What follows belongs to an exercise in optimizing a design on an open flow for small area; a production flow would make more cautious choices.
In this exercise RTL edits were held to simulation tests only and were not proved equivalent to the original.
Power and IR drop assume default switching activity.

## run A
// mag_dig_top
module mag_dig_top #(
  parameter ADC_BITS=10,
  parameter W=24,
  parameter FRAC=12,
  parameter LOG2_OSR_MAX=8
)(
  input                 clk,
  input                 rst_n,
  input  [ADC_BITS-1:0] adc_code,
  input                 adc_valid,
  input  [1:0]          mux_sel,
  input  sclk,
  input  cs_n,
  input  mosi,
  output miso,
  input  [31:0]         version_id
);
  reg  [3:0] ph;
  reg        sweep;
  wire [15:0] P = 16'd1 << ph;
  reg        rtC, rtR;         
  reg  [1:0] wax;              
  wire       rtCR = rtC | rtR;
  wire       adc_ok = adc_valid & (mux_sel != 2'd3);
  reg        bv;
  reg  [1:0] bax;
  reg  [9:0] bs;                
  reg        rp;
  reg  [1:0] rpax;
  always @(posedge clk or negedge rst_n) begin
    if (!rst_n) begin
      ph <= 4'd0; sweep <= 1'b1;
      rtC <= 1'b0; rtR <= 1'b0; wax <= 2'd0;
      bv <= 1'b0;
    end else begin
      ph <= ph + 4'd1;
      if (P[15]) begin
        sweep <= 1'b0;
        if (bv | adc_ok) begin
          rtC <= 1'b1; rtR <= 1'b0; wax <= adc_ok ? mux_sel : bax;
        end else if (rp) begin
          rtC <= 1'b0; rtR <= 1'b1; wax <= rpax;
        end else begin
          rtC <= 1'b0; rtR <= 1'b0;
        end
      end
      if (adc_ok) bv <= 1'b1;
      else if (P[0] & rtC) bv <= 1'b0;
    end
  end
  always @(posedge clk) begin
    if (adc_ok) begin bax <= mux_sel; bs <= {~adc_code[9], adc_code[8:0]}; end
  end
  reg        n50, n60, st;
  reg  [7:0] alpha, osr;
  reg        crc_error;
  reg  [2:0] slope24;           
  reg  [2:0] offs, gains;       
  reg  [383:0] LX, LY, LZ, G;
  reg  [1:0] cap_ax;
  wire [1:0] lsel = rtCR ? wax : cap_ax;
  wire [23:0] HEAD  = (lsel == 2'd0) ? LX[360 +: 24] : (lsel == 2'd1) ? LY[360 +: 24] : LZ[360 +: 24];
  wire [23:0] NEXT  = (lsel == 2'd0) ? LX[336 +: 24] : (lsel == 2'd1) ? LY[336 +: 24] : LZ[336 +: 24];
  wire [23:0] NEXT2 = (lsel == 2'd0) ? LX[312 +: 24] : (lsel == 2'd1) ? LY[312 +: 24] : LZ[312 +: 24];
  wire [23:0] GH  = G[360 +: 24];
  wire [23:0] GN2 = G[312 +: 24];
  reg  [23:0] T;
  reg  [31:0] S;
  reg  [24:0] S2;
  reg         ev_r, sl_r, cond_r, flo;
  reg  [23:0] PX, PY, PZ;       
  reg  [23:0] OUT0, OUT1, OUT2;
  reg  [31:0] MAG;
  ...
For scale: ~6500 cells after synthesis, ~1900 flip-flops, ~51 I/O pins, about 71000 sq um of cells after synthesis.
clock: 55.0 ns
lec_check: 0
abc_area: 1
cap_margin: 20
core_margin: 2
core_utilization: 45
cts_cluster_diameter: 85
cts_cluster_size: 30
gpl_timing_driven: 0
place_density: 0.6
slew_margin: 20
run.sh (not shown) runs the stock make flow with config.mk's settings and CLKGATE_MAP_FILE= SYNTH_SCRIPT=/design/flow/synth_recipe.tcl, a recipe that flattens the netlist after the stock synthesis.
Input-level comparison between run B and run A:
Settings: swapping 85 for 70 in CTS_CLUSTER_DIAMETER; swapping 30 for 22 in CTS_CLUSTER_SIZE.
[summary]
- Run A finished all stages; the layout is clean.
- In summary, run B completed successfully, with a layout that passed the timing, DRC and antenna checks.
- Run B vs run A, power share of the combinational group went down by 0.3 points.
- Compared with run A, run B shows relative slew slack higher by 2.8 points.
- Comparing via count for run A and run B, the bigger number came from run B.
- Delta(setup slack after layout, run B - run A) < 0
- Comparing run B with run A, the total length of routed wires came out essentially unchanged.
- All-layer global routing usage: run A vs run B, no meaningful difference
- Share of cell area taken by multi-input logic gates: run B lower than run A
- Relative to run A, insertion delay of the later-clocked pin in the worst-skew pair increased by 0.06 ns in run B.
Input changes introduced in run C (baseline for comparison: run B):
Settings: swapping 22 for 26 in CTS_CLUSTER_SIZE; swapping 70 for 80 in CTS_CLUSTER_DIAMETER.
## What came out
- Top-level I/O count: run B vs run C, no meaningful difference
- Run C ends up with a proportion of power drawn by the clock network that is 2.4 points lower than in run B.
- Comparing run B and run C, wire length on met1 is lower on run B.
- From run B to run C, area after synthesis did not move at all.
- Of run B and run C, the run reporting the lower clock power was run C.
- The summed area of non-filler cells in the final layout of run C falls short of that of run B by 0.83%.
- Compared with run B, run C shows a lower total net switching power.
Relative to run C, the following input files were edited for run D:
Settings: setting CTS_BUF_LIST to sky130_fd_sc_hd__clkbuf_8 for the first time; changing CTS_CLUSTER_SIZE from 26 to 14; changing CTS_CLUSTER_DIAMETER from 80 to 50.
Results
- Met2 wire length, run D vs run C: up slightly
- Taking run C as the reference point, the number of H-tree levels of run D rises by 1.
- Going from run C to run D, die outline area flat; number of synthesized flops with an enable pin flat.

build 35:
Another version of the RTL of mag_dig_top (not shown whole).
Size: about 1800 flip-flops, roughly 68000 sq um of cells after synthesis.
Design mag_dig_top, start of the top module:
module mag_dig_top #(
  parameter ADC_BITS=10,
  parameter W=24,
  parameter FRAC=12,
  parameter LOG2_OSR_MAX=8
)(
  input                 clk,
  input                 rst_n,
  input  [ADC_BITS-1:0] adc_code,
  input                 adc_valid,
  input  [1:0]          mux_sel,
  input  sclk,
  input  cs_n,
  input  mosi,
  output miso,
  input  [31:0]         version_id
);
  reg  [3:0] ph;
  reg        sweep;
  wire [15:0] P = 16'd1 << ph;
  reg        rtC, rtR;         
  reg  [1:0] wax;              
  wire       rtCR = rtC | rtR;
  wire       adc_ok = adc_valid & (mux_sel != 2'd3);
  reg        bv;
  reg  [1:0] bax;
  reg  [9:0] bs;                
  reg        rp;
  reg  [1:0] rpax;
  always @(posedge clk or negedge rst_n) begin
    if (!rst_n) begin
      ph <= 4'd0; sweep <= 1'b1;
      rtC <= 1'b0; rtR <= 1'b0; wax <= 2'd0;
      bv <= 1'b0;
    end else begin
      ph <= ph + 4'd1;
      if (P[15]) begin
        sweep <= 1'b0;
        if (bv | adc_ok) begin
          rtC <= 1'b1; rtR <= 1'b0; wax <= adc_ok ? mux_sel : bax;
        end else if (rp) begin
          rtC <= 1'b0; rtR <= 1'b1; wax <= rpax;
        end else begin
          rtC <= 1'b0; rtR <= 1'b0;
        end
      end
      if (adc_ok) bv <= 1'b1;
      else if (P[0] & rtC) bv <= 1'b0;
    end
  end
  always @(posedge clk) begin
    if (adc_ok) begin bax <= mux_sel; bs <= {~adc_code[9], adc_code[8:0]}; end
  end
  reg        n50, n60, st;
  reg  [7:0] alpha, osr;
  reg        crc_error;
  reg  [2:0] slope24;           
  reg  [2:0] offs, gains;       
  reg  [383:0] LX, LY, LZ, G;
  reg  [1:0] cap_ax;
  reg        cap, cap_g, cap_o;    
  wire [1:0] lsel = rtCR ? wax : cap_ax;
  wire [23:0] HEAD  = (lsel == 2'd0) ? LX[360 +: 24] : (lsel == 2'd1) ? LY[360 +: 24] : LZ[360 +: 24];
  ...
make LEC_CHECK=0 ABC_AREA=1 CAP_MARGIN=20 CORE_MARGIN=2 CORE_UTILIZATION=45 CTS_BUF_LIST='sky130_fd_sc_hd__clkbuf_8 sky130_fd_sc_hd__clkbuf_16' CTS_CLUSTER_DIAMETER=80 CTS_CLUSTER_SIZE=26 GPL_TIMING_DRIVEN=1 PLACE_DENSITY=0.6 SLEW_MARGIN=20 finish   # period 55.0 ns
Per the final summary, build 35 finished and its layout is clean on timing, DRC and antenna.
diff inputs: build 35 => build 41
# build 35
export LEC_CHECK = 0
export ABC_AREA = 1
export CAP_MARGIN = 20
export CORE_MARGIN = 2
export CORE_UTILIZATION = 45
export CTS_BUF_LIST = sky130_fd_sc_hd__clkbuf_8 sky130_fd_sc_hd__clkbuf_16
export CTS_CLUSTER_DIAMETER = 80
export CTS_CLUSTER_SIZE = 26
export GPL_TIMING_DRIVEN = 1
export PLACE_DENSITY = 0.6
export SLEW_MARGIN = 20
create_clock -name core_clock -period 55.0 [get_ports {clk}]
# build 41
export LEC_CHECK = 0
export ABC_AREA = 1
export CAP_MARGIN = 20
export CORE_MARGIN = 2
export CORE_UTILIZATION = 45
export CTS_CLUSTER_DIAMETER = 80
export CTS_CLUSTER_SIZE = 26
export GPL_TIMING_DRIVEN = 0
export PLACE_DENSITY = 0.6
export SLEW_MARGIN = 20
create_clock -name core_clock -period 55.0 [get_ports {clk}]
Results
Delta (build 41 minus build 35): multi-input combinational cell area level, worst slew margin relative to its limit moved down.
Comparing total power for build 35 and build 41, the smaller number came from build 35.
Compared with build 35, build 41 degrades post-route minimum period.
Endpoint arrival time on the critical path in build 41 is 1500 ps higher than in build 35
Status: sequential standard cell area parity (build 41, build 35)
Between build 35 and build 41, the total number of vias is lower for build 35.
For build 13, these inputs were changed with respect to build 41:
# build 41
export LEC_CHECK = 0
export ABC_AREA = 1
export CAP_MARGIN = 20
export CORE_MARGIN = 2
export CORE_UTILIZATION = 45
export CTS_CLUSTER_DIAMETER = 80
export CTS_CLUSTER_SIZE = 26
export GPL_TIMING_DRIVEN = 0
export PLACE_DENSITY = 0.6
export SLEW_MARGIN = 20
create_clock -name core_clock -period 55.0 [get_ports {clk}]
# build 13
export LEC_CHECK = 0
export ABC_AREA = 1
export CAP_MARGIN = 10
export CORE_MARGIN = 2
export CORE_UTILIZATION = 45
export CTS_CLUSTER_DIAMETER = 84
export CTS_CLUSTER_SIZE = 28
export GPL_TIMING_DRIVEN = 1
export PLACE_DENSITY = 0.6
export SLEW_MARGIN = 10
create_clock -name core_clock -period 55.0 [get_ports {clk}]
==> flow/flow/run.sh (new file) <==
#!/bin/bash
# Own layout flow: the standard ORFS flow (standard.sh, standard synthesis) with two
# changes to how the layout is made:
#  - the port buffers are sky130_fd_sc_hd__buf_1 (every port still gets a buffer);
#  - clock tree synthesis adds no dummy loads (the H-tree is still balanced by its
#    clustering; no register's clock is delayed on purpose).
set -euo pipefail
export BUFFER_PORTS_ARGS="-buffer_cell sky130_fd_sc_hd__buf_1"
export CTS_ARGS="-sink_clustering_enable -repair_clock_nets -sink_clustering_size 28 -sink_clustering_max_diameter 84 -dont_use_dummy_load"
bash standard.sh finish > flow_standard.log 2>&1
==> flow/standard.sh (new file) <==
#!/bin/bash
# synth_recipe.tcl (not shown) runs the flow's synth.tcl, then flattens the netlist and writes it again
# the make line also repeats each setting of config.mk as NAME=value (left out here)
make -C /OpenROAD-flow-scripts/flow DESIGN_CONFIG=/design/flow/config.mk WORK_HOME=/design/flow/orfs CLKGATE_MAP_FILE= SYNTH_SCRIPT=/design/flow/synth_recipe.tcl "${@:-finish}"
removed: flow/run.sh
==> notes.md <==
- As far as count of final hold-check violations goes, build 41 and build 13 are indistinguishable; the numbers are identical.
- Build 13 ended up with fewer standard cells than build 41.
- Wire length of the first global-routing pass (build 13 vs. build 41) decreases by a little under 10%
- Compared with build 41, in build 13 worst-case setup slack after placement picked up an extra 1870 ps, flip-flop and latch count neither gained nor lost much, total power lost 5.9%, number of nets in the final layout lost 184.
- On later-pin clock latency in the skew report, the higher figure sits with build 41, not build 13.
- Diff build 13 and build 41: depth of the worst register-to-register path lower in build 41
- Looking at tightest slew margin relative to the limit across build 13 and build 41, the one that comes out lower is build 41.
- Compared to build 41, the routing of build 13 uses less wire.

what the ideal ports hide:
The flow's constraints put no driver on any port. The routed layouts listed below were extracted and timed again, unchanged, in two steps. Step 1 assumes that a clkbuf_16 drives the clock port and a buf_2 every other input. Step 2 adds t to the input delays and takes it off the output delays; t is the mean of the earliest and latest rising clock arrival at the registers after step 1. Input paths then give back, and output paths get back, about the clock's delay inside the block. Slacks: ideal ports / drivers / drivers and shift; pairs: ideal ports / drivers.
run	t (ns)	setup WS [ns]	latest minus earliest clock arrival (ns)	worst register clock-pin slew, ns
run A	0.829	28.316 / 28.316 / 28.316	0.077 / 0.077	0.12 / 0.12
run B	0.870	28.305 / 28.305 / 28.305	0.111 / 0.110	0.09 / 0.09
run C	0.846	28.296 / 28.296 / 28.296	0.105 / 0.105	0.11 / 0.11
run D	1.001	28.550 / 28.550 / 28.550	0.087 / 0.086	0.10 / 0.10
build 35	0.835	29.770 / 29.770 / 29.770	0.096 / 0.096	0.10 / 0.10
build 41	0.849	28.282 / 28.282 / 28.282	0.104 / 0.105	0.11 / 0.11
build 13	0.790	29.891 / 29.891 / 29.891	0.145 / 0.145	0.11 / 0.11
After both steps every run listed still meets setup and hold.
